Source: an optimization exercise on an open RTL-to-GDS flow (aim: small area, a short achievable clock period and few clock cycles per item). Production flows keep margins and buffers that such runs may drop. Power and IR drop assume default switching activity.

## run A
## SME
module SME(clk,reset,chardata,isstring,ispattern,valid,match,match_index);
Size: roughly 19 I/O pins.
export LEC_CHECK = 0
export CAP_MARGIN = 20
export CORE_MARGIN = 2
export CORE_UTILIZATION = 60
export CTS_CLUSTER_DIAMETER = 60
export CTS_CLUSTER_SIZE = 25
export SETUP_SLACK_MARGIN = 4.0
export SLEW_MARGIN = 20
create_clock -name core_clock -period 6.5 [get_ports {clk}]
run.sh (not shown) runs the stock make flow with config.mk's settings and CLKGATE_MAP_FILE= SYNTH_SCRIPT=/design/flow/synth_recipe.tcl, a recipe that flattens the netlist after the stock synthesis.
Relative to run A, the following input files were edited for run B:
# run A
export LEC_CHECK = 0
export CAP_MARGIN = 20
export CORE_MARGIN = 2
export CORE_UTILIZATION = 60
export CTS_CLUSTER_DIAMETER = 60
export CTS_CLUSTER_SIZE = 25
export SETUP_SLACK_MARGIN = 4.0
export SLEW_MARGIN = 20
create_clock -name core_clock -period 6.5 [get_ports {clk}]
# run B
export LEC_CHECK = 0
export CAP_MARGIN = 20
export CORE_MARGIN = 2
export CORE_UTILIZATION = 40
export CTS_CLUSTER_DIAMETER = 80
export CTS_CLUSTER_SIZE = 30
export SETUP_SLACK_MARGIN = 3.8
export SLEW_MARGIN = 20
create_clock -name core_clock -period 6.5 [get_ports {clk}]
## What came out
Run B against run A: final weighted congestion in routability-driven placement -about 9%, total power now sits lower, utilization shows a reduction of 25 points.
met2 track demand over resource in global routing is lower on run B
Comparing run B and run A, the lower arrival time of data at the critical path endpoint was measured on run B.
The height of the die in run B was higher than what run A gave.
Between run B and run A, the share of the clock period used by the worst path after layout is lower for run B.
Compared with run A, in run B fmax went up 0.67%, first-pass GRT wire length dropped 0.92%.
Summary of run B over run A: count of clock-buffer cells in the layout has decreased; routed wire length now sits lower.
Here is what was changed in the inputs of run C compared with run B.
# run B
export LEC_CHECK = 0
export CAP_MARGIN = 20
export CORE_MARGIN = 2
export CORE_UTILIZATION = 40
export CTS_CLUSTER_DIAMETER = 80
export CTS_CLUSTER_SIZE = 30
export SETUP_SLACK_MARGIN = 3.8
export SLEW_MARGIN = 20
create_clock -name core_clock -period 6.5 [get_ports {clk}]
# run C
export LEC_CHECK = 0
export CAP_MARGIN = 0
export CORE_MARGIN = 2
export CORE_UTILIZATION = 55
export PLACE_DENSITY = 0.75
export SETUP_SLACK_MARGIN = 3.8
export SLEW_MARGIN = 0
create_clock -name core_clock -period 6.5 [get_ports {clk}]
## What came out
- Compare run C and run B | final worst setup slack higher: run B
- Across both runs, clock share of power was higher for run C than for run B.
- Min portion of the layout cell area used by non-clock buffers across run C and run B: run C
- Routability-driven placement congestion ratio went up by more than 10% going from run B to run C.
diff inputs: run C => run D
# run C
export LEC_CHECK = 0
export CAP_MARGIN = 0
export CORE_MARGIN = 2
export CORE_UTILIZATION = 55
export PLACE_DENSITY = 0.75
export SETUP_SLACK_MARGIN = 3.8
export SLEW_MARGIN = 0
create_clock -name core_clock -period 6.5 [get_ports {clk}]
# run D
export LEC_CHECK = 0
export CAP_MARGIN = 0
export CORE_MARGIN = 2
export CORE_UTILIZATION = 40
export SETUP_SLACK_MARGIN = 3.8
export SLEW_MARGIN = 0
create_clock -name core_clock -period 6.5 [get_ports {clk}]
### Flow results
- On sum of overflow across all layers after global routing, run D and run C are basically level.
- The clock group share of total power in run D sits 0.5 points above the value recorded for run C.
- NOTE: count of clock-buffer cells in the layout in run D exceeds that of run C
- On delay of the slowest cell on the worst path, run D tracks run C almost exactly.
- On share of power burned in combinational logic: between run D and run C, it ends up higher for run C.
- In terms of power, run D and run C differ only marginally.
- Run D has completed all stages; timing, DRC and antenna checks passed.
- Static leakage in run D vs run C: up about 1.7%
- Run D ends up with lower via count of the first global-routing pass than run C does.
- Fmax: lower on run C
- The met2 wire length of run D exceeds that of run C by 2.4%.
- Area added between synthesis and finish (higher): run D
Function was not checked in any run of this note: the RTL went through the layout flow alone.

========
SME, a different RTL version from the one above (not shown whole).
Size in the first run: ~1200 cells after synthesis, roughly 290 flip-flops, ~19 I/O pins, ~14000 µm² of cells after synthesis.
==> flow/config.mk <==
export PLATFORM = sky130hd
export DESIGN_NAME = SME
export DESIGN_NICKNAME = SME
export VERILOG_FILES = /design/flow/design.v
export SDC_FILE = /design/flow/constraint.sdc
export NUM_CORES = 4
export LEC_CHECK = 0
export CAP_MARGIN = 20
export CORE_MARGIN = 2
export CORE_UTILIZATION = 40
export CTS_CLUSTER_DIAMETER = 80
export CTS_CLUSTER_SIZE = 30
export SETUP_SLACK_MARGIN = 4.0
export SLEW_MARGIN = 20
==> flow/constraint.sdc <==
create_clock -name core_clock -period 6.5 [get_ports {clk}]
set_input_delay 1.3000 -clock core_clock [delete_from_list [all_inputs] [get_ports {clk}]]
set_output_delay 1.3000 -clock core_clock [all_outputs]
set_load 0.01 [all_outputs]
standard.sh (not shown) runs the stock make flow with config.mk's settings and CLKGATE_MAP_FILE= SYNTH_SCRIPT=/design/flow/synth_recipe.tcl, a recipe that flattens the netlist after the stock synthesis.
==> flow/flow/run.sh <==
#!/bin/bash
# The standard layout (standard.sh), with timing repair free to resize a
# gate to a cell of another footprint: the platform sets MATCH_CELL_FOOTPRINT=1,
# which limits resizing to cells of the same size.  make's full output goes to
# standard.log; the ORFS tools' own logs stay under orfs/logs.
set -euo pipefail
bash standard.sh MATCH_CELL_FOOTPRINT=0 finish > standard.log 2>&1
==> next run, changes <==
==> flow/run.sh (new file) <==
#!/bin/bash
# synth_recipe.tcl (not shown) runs the flow's synth.tcl, then flattens the netlist and writes it again
# the make line also repeats each setting of config.mk as NAME=value (left out here)
make -C /OpenROAD-flow-scripts/flow DESIGN_CONFIG=/design/flow/config.mk WORK_HOME=/design/flow/orfs CLKGATE_MAP_FILE= SYNTH_SCRIPT=/design/flow/synth_recipe.tcl finish
SETUP_SLACK_MARGIN = 3.8   (was 4.0)
removed: flow/flow/run.sh
removed: flow/standard.sh
Result: Routed wire length goes down by a few percent; via count goes down by a few percent; synthesized cell count stays the same; power goes down slightly; register-to-register slack loses 0.03 ns; hold slack loses 0.0045 ns; die area does not change; utilization goes down by 1.4 points; non-clock buffer count goes down by 28.
No run of this note included a check of the RTL's function; only the layout flow was run.

==> static timing again, ports no longer ideal <==
The results above use ideal ports. As a check the final layouts listed here were re-extracted and re-timed, cells and wires unchanged. Step 1 assumes that a clkbuf_16 drives the clock port and a buf_2 every other input. Step 2, shift: input delay + t, output delay - t, t = (earliest + latest rising clock arrival at the registers) / 2. This alone moves slack from input paths to output paths. a / b / c = ideal ports / drivers / drivers and shift; a / b = the first two.
| run | shift t [ns] | setup slack, ns | worst setup path after step 2 | slew at the worst register clock pin (ns) | cell pins on the clock port's net |
|---|---|---|---|---|---|
| run A | 0.592 | 3.677 / 3.677 / 3.272 | input to register | 0.09 / 0.09 | 1 |
| run B | 0.562 | 3.695 / 3.695 / 3.309 | input to register | 0.12 / 0.12 | 1 |
| run C | 0.613 | 3.610 / 3.610 / 3.225 | input to register | 0.07 / 0.07 | 1 |
| run D | 0.613 | 3.723 / 3.723 / 3.242 | input to register | 0.06 / 0.06 | 1 |
| the first run of note 2 | 0.576 | 3.771 / 3.771 / 3.457 | input to register | 0.12 / 0.12 | 1 |
| the second run of note 2 | 0.566 | 3.737 / 3.737 / 3.341 | input to register | 0.12 / 0.12 | 1 |
After both steps setup and hold are still met in every run listed. The setup slack of run D, which loses most, moves by 0.000 ns with the drivers and by -0.481 ns with both steps.
